This is an optimization exercise on Yosys and OpenROAD, whose aim is small area and a short achievable clock period, not a production implementation. The RTL was checked by simulation tests, not by an equivalence proof against the original design.

==> flow/design.v (outline; a module is shown in full before it is edited, if it fits) <==
// module lowp5: 925 lines
// module bq_fa: 4 lines
// module bq_ha: 4 lines
// module bq_m_x: 3 lines
// module bq_m_a: 3 lines
// module bq_m_c: 453 lines
// module bq_m_s: 3 lines
// module bq_e_x: 3 lines
// module bq_e_a: 3 lines
// module bq_e_c: 204 lines
// module bq_e_s: 3 lines
// module bq_r_x: 3 lines
// module bq_r_a: 3 lines
// module bq_r_c: 214 lines
// module bq_r_s: 3 lines
module lowp5(signal_in, signal_out, time_constant, clock_in, reset, enable);
  // ...
==> flow/flow/run.sh <==
#!/bin/bash
set -euo pipefail
MARGIN=$(cat flow/margin.txt 2>/dev/null || echo 5)
bash standard.sh \
  "BUFFER_PORTS_ARGS=-buffer_cell sky130_fd_sc_hd__buf_2" \
  "SETUP_SLACK_MARGIN=$MARGIN" \
  finish > flow_make.log 2>&1
==> flow/flow/margin.txt <==
7
==> flow/standard.sh <==
#!/bin/bash
# synth_recipe.tcl (not shown) runs the flow's synth.tcl, then flattens the netlist and writes it again
# the make line also repeats each setting of config.mk as NAME=value (left out here)
make -C /OpenROAD-flow-scripts/flow DESIGN_CONFIG=/design/flow/config.mk WORK_HOME=/design/flow/orfs CLKGATE_MAP_FILE= SYNTH_SCRIPT=/design/flow/synth_recipe.tcl "${@:-finish}"
==> flow/config.mk <==
export PLATFORM = sky130hd
export DESIGN_NAME = lowp5
export DESIGN_NICKNAME = lowp5
export VERILOG_FILES = /design/flow/design.v
export SDC_FILE = /design/flow/constraint.sdc
export NUM_CORES = 4
export LEC_CHECK = 0
export CAP_MARGIN = 20
export CORE_MARGIN = 2
export CORE_UTILIZATION = 60
export CTS_BUF_LIST = sky130_fd_sc_hd__clkbuf_4 sky130_fd_sc_hd__clkbuf_8
export SLEW_MARGIN = 20
export SYNTH_HIERARCHICAL = 1
==> flow/constraint.sdc <==
create_clock -name core_clock -period 15.0 [get_ports {clock_in}]
set_input_delay 3.0000 -clock core_clock [delete_from_list [all_inputs] [get_ports {clock_in}]]
set_output_delay 3.0000 -clock core_clock [all_outputs]
set_load 0.01 [all_outputs]
==> out/results.txt, run 1 <==
Status: finished clean
Tcrit/Tclk final: 0.519
First-pass GRT wire length: 67.1 mm
Detailed Routing Iterations Pass 1: 5
Reg2reg end: y1[22]
Design Area, Final: 19500 sq um
Top reg by flops: r
Final min period: 7780 ps
Num CTS Buffers: 17
Slew Limit Fails: 0
Critical Path Fanout Max: 3
Worst setup EP type: flop
Fmax: 0.128 GHz
Clock root buffer: clkbuf_8
Hold_buf cts: 0
Multi-input combinational area share: 0.725
Vias in the first global route: 11500
WP data required: 15260 ps
Setup bufs post-CTS: 32
Hold WC Path Type: flop to flop
Total Neg Setup Slack: 0 ps
CP bufs+invs: 3
Drt drc: 0
Clock buf/inv share: 0.0215
Hold EP: r[0]
Io pins: 64
Final #Nets: 1898
Area delta synth->final: 7.30%
Port Buffer Count: 58
GR peak layer: met2
Vias/cell: 5.81
Dpl cells: 1723
Detailed Route WL: 43.6 mm
Iteration-0 DRC Markers: 591
Final setup fails: 0
Worst-Skew Late Latency: 520 ps
==> run 2, diff against run 1 <==
==> flow/flow/margin.txt (replaced) <==
7.5
==> out/results.txt, run 2 <==
Tcrit/Tclk final: 0.500 (was 0.519)
Antenna cell count: 0 (unchanged)
First-pass GRT wire length: 69.5 mm (was 67.1 mm)
RSZ-0062 raised after global routing: true (unchanged)
Status: finished clean (unchanged)
Detailed Route WL: 46.3 mm (was 43.6 mm)
Worst-Skew Late Latency: 510 ps (was 520 ps)
Hold EP: r[0] (unchanged)
Worst setup EP type: flop (unchanged)
Initial antenna violation count: 0 (unchanged)
Multi-input logic area: 14800 sq um (was 14200 sq um)
Die Span Y: 178 um (unchanged)
Reg area: 3420 sq um (unchanged)
Final setup fails: 0 (unchanged)
Final #Nets: 1988 (was 1898)
Sink Count: 114 (unchanged)
Startpoint types: flop (unchanged)
GP Congestion: 0.877 (was 0.881)
Iteration-0 DRC Markers: 712 (was 591)
Syn Area/Cell: 13.3 sq um (unchanged)
Path depth of the worst reg2reg path: 23 (was 22)
Die area: 31700 sq um (unchanged)
Hold_buf cts: 0 (unchanged)
Io pins: 64 (unchanged)
Final hold vios: 0 (unchanged)
CTS H-tree lvls: 4 (unchanged)
Num CTS Buffers: 17 (unchanged)
Overall Global Routing Usage: 0.309 (was 0.299)
Critical Path Fanout Max: 4 (was 3)
Share of cells above drive strength 1: 0.318 (was 0.193)
Vias/cell: 5.83 (was 5.81)
Starting Density: 0.612 (unchanged)
Area delta synth->final: 14.6% (was 7.30%)
Drt drc: 0 (unchanged)
Number of max-cap violations: 0 (unchanged)
Clock root buffer: clkbuf_8 (unchanged)
Synth Instances: 1363 (unchanged)
Critical R2R Launch: y1[14] (was y2n[18])
Dpl cells: 1723 (unchanged)
Top reg by flops: r (unchanged)
WP data required: 15270 ps (was 15260 ps)
Fmax: 0.133 GHz (was 0.128 GHz)
Clk buf depth: 2 (unchanged)
Reg2reg end: y1[14] (was y1[22])
Worst path arrival time: 7780 ps (was 8040 ps)
Final antenna-violating net count: 0 (unchanged)
Vias in the first global route: 12100 (was 11500)
Die extent in x: 178 um (unchanged)
Non-filler cells, final: 1917 (was 1828)
Commonest non-fill, non-tap cells in the layout: 340 x fa_1, 154 x buf_4, 148 x xor2_1 (was 423 x fa_1, 165 x xor2_1, 114 x edfxtp_1)
CTS clock-pin slew for the worst setup and hold paths: 100 ps (was 70 ps)
Slew Limit Fails: 0 (unchanged)
Final min period: 7500 ps (was 7780 ps)
Synth Warn #: 7 (unchanged)
DR WL/cell: 24.2 um (was 23.8 um)
Kind of critical path: flop to flop (unchanged)
Largest net degree at the start of global routing: 61 (unchanged)
Port Buffer Count: 58 (unchanged)
Clock skew: 30.2 ps (was 17.7 ps)
Clock tree from TritonCTS: yes (unchanged)
R2R setup slack: 7500 ps (was 7220 ps)
Max reg flops: 30 (unchanged)
Detailed Routing Iterations Pass 1: 6 (was 5)
Hold Slack: 554 ps (was 551 ps)
Hold WC Path Type: flop to flop (unchanged)
Hold path startpoint: x1[0] (unchanged)
Hold path cells: 1 (unchanged)
Worst-Margin Slew: 1070 ps (was 1080 ps)
Routed via count: 11200 (was 10600)
Rel. slew slack: 0.279 (was 0.273)
Detailed placement HPWL: 34.7 mm (was 34.4 mm)
GRT overflow: 0 (unchanged)
Total Neg Setup Slack: 0 ps (unchanged)
# rows: 63 (unchanged)
Area of the mapped netlist: 18200 sq um (unchanged)
Core region area: 29700 sq um (unchanged)
Filler Cell Count: 2114 (was 2255)
Commonest non-fill, non-tap cell in the layout: fa_1 (unchanged)
==> run 2: worst max path at each step <==
stage          startpoint     end
2_1_floorplan      y1[19]  y1[25]
3_3_place_gp       y2n[9]  y1[25]
3_5_place_dp       y2n[9]  y1[26]
4_1_cts            y1[14]  y1[14]
5_1_grt            y1[14]  y1[14]
6_report           y1[14]  y1[14]
==> run 2: layout make-up <==
cell class | instances | area share
clock buffers | 19 | 0.0120
clock inverters | 12 | 0.00451
inverters | 38 | 0.00685
multi-input cells | 1119 | 0.710
flip-flops and latches | 114 | 0.164
well taps | 390 | 0.0234
repair buffers | 225 | 0.0785
==> run 2: metrics by stage <==
step	utilization	instance area [sq um]	setup WS [ps]
global route	0.701	20800	7290
CTS	0.664	19700	7440
global placement	0.616	18300	6730
finish	0.701	20800	7500
floorplan	-	18200	7560
detailed placement	0.616	18300	6670
==> run 2: critical path: stages, from the launching register on <==
cell and delay, ps:
edfxtp_1 420, buf_12 160, fa_2 480, fa_2 370, fa_1 530, fa_1 450, fa_2 390, fa_2 400
fa_1 610, fa_1 450, fa_2 620, xor2_4 190, nand4_1 120, buf_6 150, buf_4 130, nor3_2 150
nand2_1 140, nand3_2 140, o21ai_4 80, o31a_1 410, o31ai_4 290, a21o_1 150, xor2_1 110, mux2_2 290
==> run 2: what timing repair did <==
action                     4_1_cts  5_1_grt
setup endpoints to repair       25       23
resized for setup               55      126
pin swaps                       35       69
buffers inserted                96       67
cloned                           0        0
==> run 2: routing by layer <==
metal  up-vias  GRT usage  wire [um]
met5         -          0          0
li1       4796          -          -
met1      6026      0.411      19100
met4         0      0.127       1320
met3        65     0.0605       2350
met2       284      0.505      23600
==> run 3, diff against run 2 <==
==> flow/flow/margin.txt (replaced) <==
7
--- a/flow/config.mk
+++ b/flow/config.mk
@@ -5,6 +5,7 @@
 export SDC_FILE = /design/flow/constraint.sdc
 export NUM_CORES = 4
 export LEC_CHECK = 0
+export ABC_AREA = 1
 export CAP_MARGIN = 20
 export CORE_MARGIN = 2
 export CORE_UTILIZATION = 60
==> out/results.txt, run 3 <==
Die extent in x: 194 um (was 178 um)
Initial antenna violation count: 1 (was 0)
Final min period: 7560 ps (was 7500 ps)
Area delta synth->final: 2.53% (was 14.6%)
Commonest non-fill, non-tap cell in the layout: nand2_1 (was fa_1)
Share of cells above drive strength 1: 0.0714 (was 0.318)
Multi-input logic area: 14800 sq um (about the same)
Clock tree from TritonCTS: yes (unchanged)
Routed via count: 16100 (was 11200)
Detailed placement HPWL: 44.0 mm (was 34.7 mm)
Filler Cell Count: 3244 (was 2114)
Synth Warn #: 7 (unchanged)
Final antenna-violating net count: 0 (unchanged)
Worst-Margin Slew: 1010 ps (was 1070 ps)
GRT overflow: 0 (unchanged)
Final hold vios: 0 (unchanged)
Starting Density: 0.609 (was 0.612)
DR WL/cell: 16.3 um (was 24.2 um)
Worst path arrival time: 7770 ps (was 7780 ps)
Most common cell on crit path: nand2_1 (was fa_2)
Critical R2R Launch: y2n[18] (was y1[14])
Vias in the first global route: 16600 (was 12100)
CTS H-tree lvls: 4 (unchanged)
Max stage delay on crit path: 700 ps (was 620 ps)
Rel. slew slack: 0.329 (was 0.279)
Largest net degree at the start of global routing: 68 (was 61)
Top delay family on crit path: adder cells (unchanged)
Number of max-cap violations: 0 (unchanged)
Syn Area/Cell: 7.65 sq um (was 13.3 sq um)
WP data required: 15220 ps (was 15270 ps)
Overall Global Routing Usage: 0.305 (was 0.309)
GP Congestion: 0.958 (was 0.877)
Startpoint types: flop (unchanged)
Clock skew: 22.0 ps (was 30.2 ps)
Design Area, Final: 22100 sq um (was 20800 sq um)
RSZ-0062 raised after global routing: false (was true)
Num CTS Buffers: 17 (unchanged)
Die area: 37500 sq um (was 31700 sq um)
Detailed Route WL: 53.6 mm (was 46.3 mm)
Synth Instances: 2823 (was 1363)
Vias/cell: 4.91 (was 5.83)
Kind of critical path: flop to flop (unchanged)
Reg area: 3420 sq um (unchanged)
Area of the mapped netlist: 21600 sq um (was 18200 sq um)
Final setup fails: 0 (unchanged)
Top reg by flops: r (unchanged)
Core region area: 35500 sq um (was 29700 sq um)
DP Area: 21700 sq um (was 18300 sq um)
Iteration-0 DRC Markers: 1050 (was 712)
Die Span Y: 194 um (was 178 um)
Clk buf depth: 2 (unchanged)
Status: finished clean (unchanged)
Worst setup EP type: flop (unchanged)
Io pins: 64 (unchanged)
Final #Nets: 3277 (was 1988)
Tcrit/Tclk final: 0.504 (was 0.500)
Commonest non-fill, non-tap cells in the layout: 1196 x nand2_1, 693 x inv_1, 424 x fa_1 (was 340 x fa_1, 154 x buf_4, 148 x xor2_1)
Antenna cell count: 0 (unchanged)
Port Buffer Count: 58 (unchanged)
Critical path's slowest cell: edfxtp_1 (was fa_2)
CP bufs+invs: 1 (was 3)
First-pass GRT wire length: 87.9 mm (was 69.5 mm)
Sink Count: 114 (unchanged)
CTS clock-pin slew for the worst setup and hold paths: 80 ps (was 100 ps)
Layout Utilization: 0.624 (was 0.701)
Total Neg Setup Slack: 0 ps (unchanged)
Critical path launch point: y2n[18] (was y1[14])
Hold Slack: 563 ps (was 554 ps)
Hold WC Path Type: flop to flop (unchanged)
Detailed Routing Iterations Pass 1: 7 (was 6)
Worst-Skew Late Latency: 470 ps (was 510 ps)
Drt drc: 0 (unchanged)
Fmax: 0.132 GHz (was 0.133 GHz)
Critical Path Fanout Max: 13 (was 4)
# rows: 69 (was 63)
Slew Limit Fails: 0 (unchanged)
Max reg flops: 30 (unchanged)
Clock root buffer: clkbuf_8 (unchanged)
Hold path startpoint: x1[0] (unchanged)
-- run 3: timing repair --
action                     in CTS  in global routing
hold buffers                    0                  0
setup endpoints to repair       0                 12
resized for setup               0                  1
setup buffers                   0                  3
-- run 3: area by class of cell --
cell class                      count  area share
Clock buffer                       18      0.0109
Clock inverter                     14     0.00690
Inverter                          707       0.120
Multi-Input combinational cell   1900       0.666
Sequential cell                   114       0.155
Tap cell                          461      0.0261
Timing Repair Buffer               64      0.0151
-- run 3: worst paths after layout --
path	end	slack [ps]	cells after the start
worst max-delay path	y1[18]	7440	27
worst max register to register	y1[18]	7440	27
worst min register to register	r[0]	560	2
worst min-delay path	r[0]	560	2
-- run 3: per-stage QoR --
stage                     setup WS, ps  cells
after global routing              7040   3278
after CTS                         7170   3275
final                             7440   3278
after global placement            7240   3243
after detailed placement          7170   3243
after floorplan                   8240   2824
-- run 3: worst reg2reg max path, stage by stage, from the launching register on --
cell      delay, ps
edfxtp_1        700
fa_1            550
fa_1            450
fa_1            510
fa_1            390
fa_1            560
fa_1            440
fa_1            410
fa_1            530
fa_1            440
fa_1            610
nand2_1          70
nand2_1         130
nand2_1          70
nand2_1         110
nand2_1          60
nand2_1         120
nand2_1          80
nand2_2         150
nand2_1          90
nand2_2         310
a21boi_0        170
nand2_1         110
inv_1            50
nand2_1          50
nand2_1          50
nand2_1          50
nand2_1          50
-- run 3: routing by layer --
| metal | vias to the layer above | GRT usage | share of wire |
|---|---|---|---|
| met3 | 87 | 0.0367 | 0.045 |
| met2 | 356 | 0.532 | 0.50 |
| met4 | 0 | 0.107 | 0.033 |
| met1 | 7720 | 0.397 | 0.42 |
| met5 | - | 0 | 0 |
| li1 | 7924 | - | - |
==> run 4, diff against run 3 <==
--- a/flow/config.mk
+++ b/flow/config.mk
@@ -5,10 +5,9 @@
 export SDC_FILE = /design/flow/constraint.sdc
 export NUM_CORES = 4
 export LEC_CHECK = 0
-export ABC_AREA = 1
 export CAP_MARGIN = 20
 export CORE_MARGIN = 2
-export CORE_UTILIZATION = 60
+export CORE_UTILIZATION = 70
 export CTS_BUF_LIST = sky130_fd_sc_hd__clkbuf_4 sky130_fd_sc_hd__clkbuf_8
 export SLEW_MARGIN = 20
 export SYNTH_HIERARCHICAL = 1
==> out/results.txt, run 4 <==
RSZ-0062 raised after global routing: true (was false)
Max stage delay on crit path: 640 ps (was 700 ps)
Commonest non-fill, non-tap cell in the layout: fa_1 (was nand2_1)
Final antenna-violating net count: 0 (unchanged)
Port Buffer Count: 58 (unchanged)
Slew Limit Fails: 0 (unchanged)
Number of max-cap violations: 0 (unchanged)
Design Area, Final: 19200 sq um (was 22100 sq um)
Die extent in x: 165 um (was 194 um)
Total Neg Setup Slack: 0 ps (unchanged)
First-pass GRT wire length: 65.7 mm (was 87.9 mm)
Commonest non-fill, non-tap cells in the layout: 423 x fa_1, 166 x xor2_1, 114 x edfxtp_1 (was 1196 x nand2_1, 693 x inv_1, 424 x fa_1)
Io pins: 64 (unchanged)
Tcrit/Tclk final: 0.522 (was 0.504)
Final hold vios: 0 (unchanged)
Startpoint types: flop (unchanged)
Hold path cells: 1 (was 2)
Sink Count: 114 (unchanged)
Path depth of the worst reg2reg path: 21 (was 27)
Kind of critical path: flop to flop (unchanged)
Clock tree from TritonCTS: yes (unchanged)
Initial antenna violation count: 0 (was 1)
Fmax: 0.128 GHz (was 0.132 GHz)
Worst-Margin Slew: 1200 ps (was 1010 ps)
Hold WC Path Type: flop to flop (unchanged)
Syn Area/Cell: 13.3 sq um (was 7.65 sq um)
Detailed Routing Iterations Pass 1: 5 (was 7)
Area delta synth->final: 5.68% (was 2.53%)
Antenna cell count: 0 (unchanged)
# rows: 58 (was 69)
Max reg flops: 30 (unchanged)
Critical Path Fanout Max: 7 (was 13)
Synth Warn #: 7 (unchanged)
Detailed Route WL: 42.8 mm (was 53.6 mm)
Num CTS Buffers: 17 (unchanged)
Drt drc: 0 (unchanged)
Hold Slack: 566 ps (was 563 ps)
DP Area: 18200 sq um (was 21700 sq um)
GRT overflow: 0 (unchanged)
Iteration-0 DRC Markers: 792 (was 1050)
Vias in the first global route: 11600 (was 16600)
Clock root buffer: clkbuf_8 (unchanged)
Filler Cell Count: 1710 (was 3244)
CTS clock-pin slew for the worst setup and hold paths: 80 ps (about the same)
Core region area: 25300 sq um (was 35500 sq um)
Final min period: 7830 ps (was 7560 ps)
Largest net degree at the start of global routing: 62 (was 68)
Die Span Y: 165 um (was 194 um)
Starting Density: 0.718 (was 0.609)
CTS H-tree lvls: 4 (unchanged)
Rel. slew slack: 0.194 (was 0.329)
CP bufs+invs: 0 (was 1)
Vias/cell: 6.16 (was 4.91)
Detailed placement HPWL: 33.8 mm (was 44.0 mm)
Overall Global Routing Usage: 0.340 (was 0.305)
Top delay family on crit path: adder cells (unchanged)
Clock skew: 27.6 ps (was 22.0 ps)
Die area: 27300 sq um (was 37500 sq um)
Worst path arrival time: 8030 ps (was 7770 ps)
Status: finished clean (unchanged)
Synth Instances: 1363 (was 2823)
Final #Nets: 1876 (was 3277)
Critical path's slowest cell: fa_2 (was edfxtp_1)
Share of cells above drive strength 1: 0.179 (was 0.0714)
Top reg by flops: r (unchanged)
GP Congestion: 0.887 (was 0.958)
Clk buf depth: 2 (unchanged)
Non-filler cells, final: 1746 (was 3278)
Routed via count: 10800 (was 16100)
Dpl cells: 1662 (was 3243)
DR WL/cell: 24.5 um (was 16.3 um)
Worst-path cell chain: fa_1, fa_1, fa_1, fa_1, fa_1, fa_1, fa_1, fa_1, fa_1, fa_2, xor2_4, a21oi_1, o21ai_1, a221oi_2, o21a_1, o21ai_2, a2bb2oi_4, o21ba_2, o31ai_2, xor2_1, mux2_2
Worst setup EP type: flop (unchanged)
Worst-Skew Late Latency: 460 ps (was 470 ps)
Levels on crit path: 21 (was 27)
Area of the mapped netlist: 18200 sq um (was 21600 sq um)
WP data required: 15200 ps (was 15220 ps)
Most common cell on crit path: fa_1 (was nand2_1)
Final setup fails: 0 (unchanged)
run 4: final cells by class:
cell class	count	area (sq um)	area share
clock buffers	18	241	0.0126
clock inverters	14	164	0.00853
inverters	38	143	0.00742
multi-input cells	1119	14100	0.735
flip-flops and latches	114	3420	0.178
well taps	330	413	0.0215
repair buffers	113	706	0.0367
run 4: worst reg2reg max path, stage by stage (launching register included):
cell	delay [ps]
edfxtp_1	510
fa_1	480
fa_1	440
fa_1	550
fa_1	460
fa_1	550
fa_1	440
fa_1	400
fa_1	530
fa_1	440
fa_2	640
xor2_4	240
a21oi_1	100
o21ai_1	170
a221oi_2	100
o21a_1	210
o21ai_2	210
a2bb2oi_4	140
o21ba_2	330
o31ai_2	300
xor2_1	110
mux2_2	260
run 4: timing repair:
item                                   4_1_cts  5_1_grt
gates cloned                                 0        0
pin swaps                                    0        4
endpoints found under the hold margin        0        0
setup buffers                               14       38
hold buffers                                 0        0
setup endpoints to repair                   12       20
gates resized for setup                      6       20
run 4: final timing paths:
path                start     end  slack [ps]
hold reg to reg     x1[0]    r[0]         570
setup / recovery  y2n[24]  y1[27]        7170
setup reg to reg  y2n[24]  y1[27]        7170
hold / removal      x1[0]    r[0]         570
run 4: routing by layer:
metal / vias up / share of wire / track usage
li1: 4593 / - / -
met3: 70 / 0.068 / 0.0709
met5: - / 0 / 0
met4: 0 / 0.030 / 0.111
met1: 5685 / 0.40 / 0.460
met2: 402 / 0.50 / 0.559
run 4: per-stage QoR:
step / setup WS, ps / utilization
floorplan: 7490 / -
global placement: 6790 / 0.719
detailed placement: 6710 / 0.719
CTS: 7000 / 0.741
global route: 6870 / 0.759
finish: 7170 / 0.759
==> run 5, diff against run 4 <==
==> flow/flow/margin.txt (replaced) <==
6.5
--- a/flow/config.mk
+++ b/flow/config.mk
@@ -7,7 +7,7 @@
 export LEC_CHECK = 0
 export CAP_MARGIN = 20
 export CORE_MARGIN = 2
-export CORE_UTILIZATION = 70
+export CORE_UTILIZATION = 65
 export CTS_BUF_LIST = sky130_fd_sc_hd__clkbuf_4 sky130_fd_sc_hd__clkbuf_8
 export SLEW_MARGIN = 20
 export SYNTH_HIERARCHICAL = 1
==> out/results.txt, run 5 <==
Detailed Route WL: 41.8 mm (was 42.8 mm)
Hold path startpoint: x1[0] (unchanged)
# rows: 61 (was 58)
Vias/cell: 5.90 (was 6.16)
Area delta synth->final: 3.10% (was 5.68%)
Pre-CTS WS: 6690 ps (was 6710 ps)
Startpoint types: flop (unchanged)
Top delay family on crit path: adder cells (unchanged)
Tcrit/Tclk final: 0.545 (was 0.522)
Worst-Skew Late Latency: 500 ps (was 460 ps)
Critical path's slowest cell: edfxtp_1 (was fa_2)
Port Buffer Count: 58 (unchanged)
Initial antenna violation count: 0 (unchanged)
RSZ-0062 raised after global routing: false (was true)
Final hold vios: 0 (unchanged)
Clk buf depth: 2 (unchanged)
Core region area: 27600 sq um (was 25300 sq um)
Overall Global Routing Usage: 0.314 (was 0.340)
CTS H-tree lvls: 4 (unchanged)
Top reg by flops: r (unchanged)
DR WL/cell: 24.0 um (was 24.5 um)
Syn Area/Cell: 13.3 sq um (unchanged)
Antenna cell count: 0 (unchanged)
Critical Path Fanout Max: 7 (unchanged)
Non-filler cells, final: 1743 (was 1746)
Critical path launch point: y2n[24] (unchanged)
Setup bufs post-CTS: 0 (was 14)
Iteration-0 DRC Markers: 597 (was 792)
Clock tree from TritonCTS: yes (unchanged)
Drt drc: 0 (unchanged)
Hold WC Path Type: flop to flop (unchanged)
Slew Limit Fails: 0 (unchanged)
Area of the mapped netlist: 18200 sq um (unchanged)
GRT overflow: 0 (unchanged)
Dpl cells: 1710 (was 1662)
Total Neg Setup Slack: 0 ps (unchanged)
Rel. slew slack: 0.269 (was 0.194)
Num CTS Buffers: 17 (unchanged)
Die area: 29300 sq um (was 27300 sq um)
Final antenna-violating net count: 0 (unchanged)
Filler Cell Count: 2070 (was 1710)
Share of cells above drive strength 1: 0.134 (was 0.179)
Commonest non-fill, non-tap cell in the layout: fa_1 (unchanged)
Kind of critical path: flop to flop (unchanged)
Vias in the first global route: 11300 (was 11600)
Die extent in x: 171 um (was 165 um)
Hold_buf cts: 0 (unchanged)
Max stage delay on crit path: 630 ps (was 640 ps)
Worst-Margin Slew: 1090 ps (was 1200 ps)
Routed via count: 10300 (was 10800)
Clock skew: 17.5 ps (was 27.6 ps)
Die Span Y: 171 um (was 165 um)
Worst setup EP type: flop (unchanged)
Critical R2R Launch: y2n[24] (unchanged)
Detailed placement HPWL: 34.2 mm (was 33.8 mm)
Worst path arrival time: 8430 ps (was 8030 ps)
GP Congestion: 0.882 (was 0.887)
Setup slack after layout: 6820 ps (was 7170 ps)
Clock root buffer: clkbuf_8 (unchanged)
Fmax: 0.122 GHz (was 0.128 GHz)
First-pass GRT wire length: 65.2 mm (was 65.7 mm)
CP bufs+invs: 0 (unchanged)
Io pins: 64 (unchanged)
CTS clock-pin slew for the worst setup and hold paths: 80 ps (about the same)
Final setup fails: 0 (unchanged)
Hold Slack: 557 ps (was 566 ps)
WP data required: 15250 ps (was 15200 ps)
Starting Density: 0.658 (was 0.718)
Final min period: 8180 ps (was 7830 ps)
Synth Warn #: 7 (unchanged)
Sink Count: 114 (unchanged)
Detailed Routing Iterations Pass 1: 6 (was 5)
Commonest non-fill, non-tap cells in the layout: 424 x fa_1, 169 x xor2_1, 114 x edfxtp_1 (was 423 x fa_1, 166 x xor2_1, 114 x edfxtp_1)
Largest net degree at the start of global routing: 62 (unchanged)
Synth Instances: 1363 (unchanged)
Number of max-cap violations: 0 (unchanged)
Max reg flops: 30 (unchanged)
Status: finished clean (unchanged)
Most common cell on crit path: fa_1 (unchanged)
Final #Nets: 1825 (was 1876)
Worst-path cell chain: fa_1, fa_1, fa_1, fa_1, fa_1, fa_1, fa_1, fa_1, fa_1, fa_1, xor2_2, a21oi_1, o21ai_1, a221oi_1, o21a_1, o21ai_1, a2bb2oi_4, o21ba_2, o21ai_1, xor2_1, mux2_2 (was fa_1, fa_1, fa_1, fa_1, fa_1, fa_1, fa_1, fa_1, fa_1, fa_2, xor2_4, a21oi_1, o21ai_1, a221oi_2, o21a_1, o21ai_2, a2bb2oi_4, o21ba_2, o31ai_2, xor2_1, mux2_2)
[run 5: worst register-to-register path, stage by stage (launching register included)]
cell,delay (ps)
edfxtp_1,630
fa_1,540
fa_1,420
fa_1,530
fa_1,440
fa_1,560
fa_1,430
fa_1,400
fa_1,540
fa_1,440
fa_1,560
xor2_2,250
a21oi_1,190
o21ai_1,80
a221oi_1,460
o21a_1,200
o21ai_1,120
a2bb2oi_4,310
o21ba_2,300
o21ai_1,110
xor2_1,160
mux2_2,270
[run 5: through the flow]
stage,util,cell area [sq um]
2_1_floorplan,-,18200
3_3_place_gp,0.661,18300
3_5_place_dp,0.661,18300
4_1_cts,0.676,18700
5_1_grt,0.678,18700
6_report,0.678,18700
[run 5: routing by layer]
metal	vias up	wire length (um)	track usage
li1	4478	-	-
met1	5525	17400	0.423
met2	247	21200	0.523
met3	30	2530	0.0746
met4	0	695	0.0789
met5	-	0	0
[run 5: worst paths after layout]
kind            end  slack [ps]  cells past startpoint
max          y1[25]        6820                     21
min reg2reg    r[0]         560                      1
min            r[0]         560                      1
max reg2reg  y1[25]        6820                     21
[run 5: area by class of cell]
cell class / instances / area, sq um / share of cell area
multi-input combinational: 1119 / 14000 / 0.746
sequential: 114 / 3420 / 0.183
tap: 378 / 473 / 0.0252
timing repair buffer: 62 / 323 / 0.0172
clock buffer: 18 / 241 / 0.0129
clock inverter: 14 / 164 / 0.00874
inverter: 38 / 143 / 0.00761
[run 5: repair_timing]
item	4_1_cts	5_1_grt
endpoints found under the hold margin	0	0
setup endpoints to repair	0	12
gates resized for setup	0	4
==> module bq_m_a, before the edit <==
module bq_m_a(input [56:0] a, input [56:0] b, output [56:0] y);
assign y = a & b;
endmodule
==> module bq_e_a, before the edit <==
module bq_e_a(input [28:0] a, input [28:0] b, output [28:0] y);
assign y = a & b;
endmodule
==> module bq_r_a, before the edit <==
module bq_r_a(input [28:0] a, input [28:0] b, output [28:0] y);
assign y = a & b;
endmodule
==> run 6, diff against run 5 <==
--- a/flow/design.v
+++ b/flow/design.v
@@ -935,7 +935,7 @@
 assign y = a ^ b;
 endmodule
 module bq_m_a(input [56:0] a, input [56:0] b, output [56:0] y);
-assign y = a & b;
+assign y = (a & b);
 endmodule
 module bq_m_c(input [115:0] i, output [27:0] c);
 wire w1 = i[59] & i[0];
@@ -1397,7 +1397,7 @@
 assign y = a ^ b;
 endmodule
 module bq_e_a(input [28:0] a, input [28:0] b, output [28:0] y);
-assign y = a & b;
+assign y = (a & b);
 endmodule
 module bq_e_c(input [57:0] i, output [26:0] c);
 wire w1 = i[30] & i[0];
@@ -1610,7 +1610,7 @@
 assign y = a ^ b;
 endmodule
 module bq_r_a(input [28:0] a, input [28:0] b, output [28:0] y);
-assign y = a & b;
+assign y = (a & b);
 endmodule
 module bq_r_c(input [58:0] i, output [26:0] c);
 wire w1 = i[30] & i[29];
==> flow/flow/margin.txt (replaced) <==
7
--- a/flow/config.mk
+++ b/flow/config.mk
@@ -7,7 +7,8 @@
 export LEC_CHECK = 0
 export CAP_MARGIN = 20
 export CORE_MARGIN = 2
-export CORE_UTILIZATION = 65
+export CORE_UTILIZATION = 60
 export CTS_BUF_LIST = sky130_fd_sc_hd__clkbuf_4 sky130_fd_sc_hd__clkbuf_8
 export SLEW_MARGIN = 20
 export SYNTH_HIERARCHICAL = 1
+export TNS_END_PERCENT = 20
==> out/results.txt, run 6 <==
CTS H-tree lvls: 4 (unchanged)
Commonest non-fill, non-tap cell in the layout: fa_1 (unchanged)
Dpl cells: 1723 (was 1710)
Overall Global Routing Usage: 0.299 (was 0.314)
Worst setup EP type: flop (unchanged)
Core region area: 29700 sq um (was 27600 sq um)
Die area: 31700 sq um (was 29300 sq um)
GP Congestion: 0.881 (was 0.882)
Worst path arrival time: 8040 ps (was 8430 ps)
Tcrit/Tclk final: 0.519 (was 0.545)
Synth Instances: 1363 (unchanged)
Worst-Skew Late Latency: 510 ps (was 500 ps)
Commonest non-fill, non-tap cells in the layout: 424 x fa_1, 165 x xor2_1, 114 x edfxtp_1 (was 424 x fa_1, 169 x xor2_1, 114 x edfxtp_1)
Drt drc: 0 (unchanged)
Hold Slack: 551 ps (was 557 ps)
Hold WC Path Type: flop to flop (unchanged)
Share of cells above drive strength 1: 0.191 (was 0.134)
Clock tree from TritonCTS: yes (unchanged)
Starting Density: 0.612 (was 0.658)
DR WL/cell: 23.8 um (was 24.0 um)
Status: finished clean (unchanged)
Layout Utilization: 0.655 (was 0.678)
Total Neg Setup Slack: 0 ps (unchanged)
Most common cell on crit path: fa_1 (unchanged)
Vias/cell: 5.81 (was 5.90)
Synth Warn #: 7 (unchanged)
CTS clock-pin slew for the worst setup and hold paths: 70 ps (was 80 ps)
Max stage delay on crit path: 560 ps (was 630 ps)
Clock root buffer: clkbuf_8 (unchanged)
Largest net degree at the start of global routing: 61 (was 62)
Io pins: 64 (unchanged)
Detailed Route WL: 43.5 mm (was 41.8 mm)
Die Span Y: 178 um (was 171 um)
Worst-Margin Slew: 1040 ps (was 1090 ps)
Number of max-cap violations: 0 (unchanged)
Num CTS Buffers: 17 (unchanged)
Iteration-0 DRC Markers: 602 (was 597)
# rows: 63 (was 61)
Worst-path cell chain: fa_1, fa_1, fa_1, fa_1, fa_1, fa_1, fa_1, fa_1, fa_1, fa_1, xor2_2, a21oi_1, o21ai_1, a221oi_2, o21a_1, o21ai_2, a2bb2oi_4, o21ba_2, o21ai_1, xor2_1, mux2_2 (was fa_1, fa_1, fa_1, fa_1, fa_1, fa_1, fa_1, fa_1, fa_1, fa_1, xor2_2, a21oi_1, o21ai_1, a221oi_1, o21a_1, o21ai_1, a2bb2oi_4, o21ba_2, o21ai_1, xor2_1, mux2_2)
Area of the mapped netlist: 18200 sq um (unchanged)
Clock skew: 18.4 ps (was 17.5 ps)
GRT overflow: 0 (unchanged)
Antenna cell count: 0 (unchanged)
Sink Count: 114 (unchanged)
Final setup fails: 0 (unchanged)
RSZ-0062 raised after global routing: true (was false)
Startpoint types: flop (unchanged)
Die extent in x: 178 um (was 171 um)
Routed via count: 10600 (was 10300)
First-pass GRT wire length: 67.0 mm (was 65.2 mm)
Critical path's slowest cell: fa_1 (was edfxtp_1)
Filler Cell Count: 2267 (was 2070)
Final #Nets: 1896 (was 1825)
Syn Area/Cell: 13.3 sq um (unchanged)
Final antenna-violating net count: 0 (unchanged)
Non-filler cells, final: 1826 (was 1743)
Final min period: 7790 ps (was 8180 ps)
WP data required: 15250 ps (about the same)
Max reg flops: 30 (unchanged)
Hold_buf cts: 0 (unchanged)
Initial antenna violation count: 0 (unchanged)
Vias in the first global route: 11500 (was 11300)
Critical Path Fanout Max: 6 (was 7)
Top reg by flops: r (unchanged)
Rel. slew slack: 0.304 (was 0.269)
Clk buf depth: 2 (unchanged)
Detailed placement HPWL: 34.4 mm (was 34.2 mm)
Port Buffer Count: 58 (unchanged)
Area delta synth->final: 7.12% (was 3.10%)
Detailed Routing Iterations Pass 1: 5 (was 6)
Fmax: 0.128 GHz (was 0.122 GHz)
Final hold vios: 0 (unchanged)
Kind of critical path: flop to flop (unchanged)
Slew Limit Fails: 0 (unchanged)
run 6: final timing paths:
kind,slack [ps],cells past startpoint,start,endpoint
max,7210,21,y1[19],y1[26]
min,550,1,x1[0],r[0]
max reg2reg,7210,21,y1[19],y1[26]
min reg2reg,550,1,x1[0],r[0]
run 6: per-stage QoR:
stage	setup slack, ps	cell area (sq um)
CTS	6990	19000
detailed placement	6600	18300
global route	6890	19500
global placement	6690	18300
finish	7210	19500
floorplan	7490	18200
run 6: area by class of cell:
| class | count | area, sq um | share of cell area |
|---|---|---|---|
| clock inverter | 15 | 185 | 0.00951 |
| multi-input combinational | 1119 | 14100 | 0.726 |
| tap | 390 | 488 | 0.0251 |
| inverter | 38 | 143 | 0.00732 |
| clock buffer | 17 | 234 | 0.0120 |
| timing repair buffer | 133 | 868 | 0.0446 |
| sequential | 114 | 3420 | 0.176 |
run 6: what timing repair did:
action / in CTS / in global routing
setup endpoints to repair: 15 / 19
setup buffers: 29 / 42
pin swaps: 0 / 4
resized for setup: 12 / 13
run 6: metal layers:
layer	up-vias	track usage	wire length [um]
met5	-	0	0
met4	0	0.0973	1220
met3	69	0.0718	2320
met2	261	0.484	21300
met1	5654	0.402	18600
li1	4623	-	-
run 6: critical path: cells and delay by family, from the launching register on:
kind / cells / cell delay, ps
AO/OA/AOI/OAI: 8 / 1610
XOR/XNOR: 2 / 370
adder cells (fa/ha/maj): 10 / 4800
flip-flops: 1 / 480
multiplexers: 1 / 270
==> run 7, diff against run 6 <==
--- a/flow/config.mk
+++ b/flow/config.mk
@@ -11,4 +11,3 @@
 export CTS_BUF_LIST = sky130_fd_sc_hd__clkbuf_4 sky130_fd_sc_hd__clkbuf_8
 export SLEW_MARGIN = 20
 export SYNTH_HIERARCHICAL = 1
-export TNS_END_PERCENT = 20
==> out/results.txt, run 7 <==
Share of cells above drive strength 1: 0.193 (was 0.191)
Kind of critical path: flop to flop (unchanged)
Slew Limit Fails: 0 (unchanged)
Hold_buf cts: 0 (unchanged)
Syn Area/Cell: 13.3 sq um (unchanged)
Core region area: 29700 sq um (unchanged)
Clk buf depth: 2 (unchanged)
Critical path's slowest cell: fa_1 (unchanged)
Number of max-cap violations: 0 (unchanged)
Final setup fails: 0 (unchanged)
Vias/cell: 5.81 (about the same)
Worst-Margin Slew: 1080 ps (was 1040 ps)
Io pins: 64 (unchanged)
Max reg flops: 30 (unchanged)
Status: finished clean (unchanged)
DR WL/cell: 23.8 um (about the same)
Initial antenna violation count: 0 (unchanged)
Vias in the first global route: 11500 (about the same)
Die Span Y: 178 um (unchanged)
Final antenna-violating net count: 0 (unchanged)
Area delta synth->final: 7.30% (was 7.12%)
CTS H-tree lvls: 4 (unchanged)
Detailed Route WL: 43.6 mm (was 43.5 mm)
Rel. slew slack: 0.273 (was 0.304)
Detailed placement HPWL: 34.4 mm (unchanged)
Starting Density: 0.612 (unchanged)
Commonest non-fill, non-tap cells in the layout: 423 x fa_1, 165 x xor2_1, 114 x edfxtp_1 (was 424 x fa_1, 165 x xor2_1, 114 x edfxtp_1)
Num CTS Buffers: 17 (unchanged)
Iteration-0 DRC Markers: 591 (was 602)
CP bufs+invs: 3 (was 0)
Max stage delay on crit path: 570 ps (was 560 ps)
Clock tree from TritonCTS: yes (unchanged)
Routed via count: 10600 (about the same)
Worst path arrival time: 8040 ps (about the same)
Synth Instances: 1363 (unchanged)
Critical Path Fanout Max: 3 (was 6)
Overall Global Routing Usage: 0.299 (about the same)
Die area: 31700 sq um (unchanged)
Startpoint types: flop (unchanged)
Top reg by flops: r (unchanged)
GRT overflow: 0 (unchanged)
RSZ-0062 raised after global routing: true (unchanged)
Total Neg Setup Slack: 0 ps (unchanged)
CTS clock-pin slew for the worst setup and hold paths: 70 ps (about the same)
Drt drc: 0 (unchanged)
Sink Count: 114 (unchanged)
GP Congestion: 0.881 (unchanged)
WP data required: 15260 ps (was 15250 ps)
Worst setup EP type: flop (unchanged)
Top delay family on crit path: adder cells (unchanged)
First-pass GRT wire length: 67.1 mm (was 67.0 mm)
Hold WC Path Type: flop to flop (unchanged)
Area of the mapped netlist: 18200 sq um (unchanged)
Layout Utilization: 0.656 (was 0.655)
Most common cell on crit path: fa_1 (unchanged)
Clock root buffer: clkbuf_8 (unchanged)
Fmax: 0.128 GHz (about the same)
Worst-Skew Late Latency: 520 ps (was 510 ps)
Tcrit/Tclk final: 0.519 (about the same)
Largest net degree at the start of global routing: 61 (unchanged)
Final min period: 7780 ps (was 7790 ps)
Final hold vios: 0 (unchanged)
Antenna cell count: 0 (unchanged)
Clock skew: 17.7 ps (was 18.4 ps)
Worst-path cell chain: buf_4, fa_1, fa_1, fa_1, fa_1, fa_1, fa_1, fa_1, fa_1, fa_1, xor2_1, nand4_1, buf_4, nor4_4, a21boi_2, o21ai_2, a2bb2oi_4, buf_4, o31ai_2, a21o_1, xor2_1, mux2_2 (was fa_1, fa_1, fa_1, fa_1, fa_1, fa_1, fa_1, fa_1, fa_1, fa_1, xor2_2, a21oi_1, o21ai_1, a221oi_2, o21a_1, o21ai_2, a2bb2oi_4, o21ba_2, o21ai_1, xor2_1, mux2_2)
Detailed Routing Iterations Pass 1: 5 (unchanged)
Commonest non-fill, non-tap cell in the layout: fa_1 (unchanged)
Final #Nets: 1898 (was 1896)
# rows: 63 (unchanged)
Port Buffer Count: 58 (unchanged)
Die extent in x: 178 um (unchanged)
Synth Warn #: 7 (unchanged)
run 7: routing by layer:
| metal | GRT usage | up-vias | part of all wire |
|---|---|---|---|
| met5 | 0 | - | 0 |
| met2 | 0.483 | 279 | 0.49 |
| li1 | - | 4632 | - |
| met1 | 0.402 | 5638 | 0.42 |
| met3 | 0.0720 | 73 | 0.059 |
| met4 | 0.101 | 0 | 0.029 |
run 7: cell type report:
| class | count | area (sq um) |
|---|---|---|
| clock buffers | 17 | 234 |
| clock inverters | 15 | 185 |
| fillers | 2255 | 10200 |
| inverters | 38 | 143 |
| repair buffers | 135 | 883 |
| well taps | 390 | 488 |
| multi-input cells | 1119 | 14200 |
| flip-flops and latches | 114 | 3420 |
run 7: worst register-to-register path, cell delays in order, from the launching register on:
cell and delay, ps:
edfxtp_1 500, buf_4 200, fa_1 450, fa_1 460
fa_1 540, fa_1 440, fa_1 430, fa_1 500
fa_1 460, fa_1 470, fa_1 570, xor2_1 260
nand4_1 130, buf_4 170, nor4_4 340, a21boi_2 260
o21ai_2 120, a2bb2oi_4 240, buf_4 180, o31ai_2 290
a21o_1 180, xor2_1 70, mux2_2 270
run 7: what timing repair did:
| item | in CTS | in global routing |
|---|---|---|
| endpoints found under the setup margin | 15 | 19 |
| pin swaps | 0 | 4 |
| buffers inserted | 32 | 41 |
| gates resized for setup | 13 | 15 |
run 7: worst paths after layout:
check | startpoint | to | slack, ps | cells after the start
max reg2reg | y2n[18] | y1[22] | 7220 | 22
min reg2reg | x1[0] | r[0] | 550 | 1
max | y2n[18] | y1[22] | 7220 | 22
min | x1[0] | r[0] | 550 | 1
run 7: through the flow:
| step | hold WS (ps) | setup WS (ps) | cell area (sq um) | cells |
|---|---|---|---|---|
| 2_1_floorplan | 525 | 7490 | 18200 | 1363 |
| 3_3_place_gp | 531 | 6690 | 18300 | 1723 |
| 3_5_place_dp | 538 | 6600 | 18300 | 1723 |
| 4_1_cts | 555 | 7030 | 19100 | 1787 |
| 5_1_grt | 569 | 6960 | 19500 | 1828 |
| 6_report | 551 | 7220 | 19500 | 1828 |

[port drivers added, routing unchanged]
The results above use ideal ports. As a check the final layouts listed here were re-extracted and re-timed, cells and wires unchanged. Step 1 (the two cells are an assumption about what drives the block):
set clk [get_ports {clock_in}]
set_driving_cell -lib_cell sky130_fd_sc_hd__clkbuf_16 $clk
set_driving_cell -lib_cell sky130_fd_sc_hd__buf_2 [delete_from_list [all_inputs] $clk]
Step 2 adds t to the input delays and takes it off the output delays; t is the mean of the earliest and latest rising clock arrival at the registers after step 1. Input paths then give back, and output paths get back, about the clock's delay inside the block. a / b / c = ideal / step 1 / step 2; a / b = the first two.
run	t (ns)	slack for setup (ns)	latest minus earliest clock arrival (ns)	worst slew at a driven data input, ns
run 1	0.555	7.215 / 7.215 / 6.972	0.018 / 0.018	0.03
run 2	0.544	7.498 / 7.498 / 6.996	0.030 / 0.031	0.03
run 3	0.515	7.443 / 7.443 / 7.443	0.022 / 0.022	0.04
run 4	0.496	7.171 / 7.171 / 7.060	0.028 / 0.028	0.03
run 5	0.544	6.823 / 6.823 / 6.823	0.018 / 0.018	0.03
run 6	0.548	7.210 / 7.210 / 7.012	0.019 / 0.019	0.03
run 7	0.555	7.215 / 7.215 / 6.972	0.018 / 0.018	0.03
After both steps setup and hold are still met in every run listed. The setup slack of run 2, which loses most, moves by 0.000 ns with the drivers and by -0.502 ns with both steps.
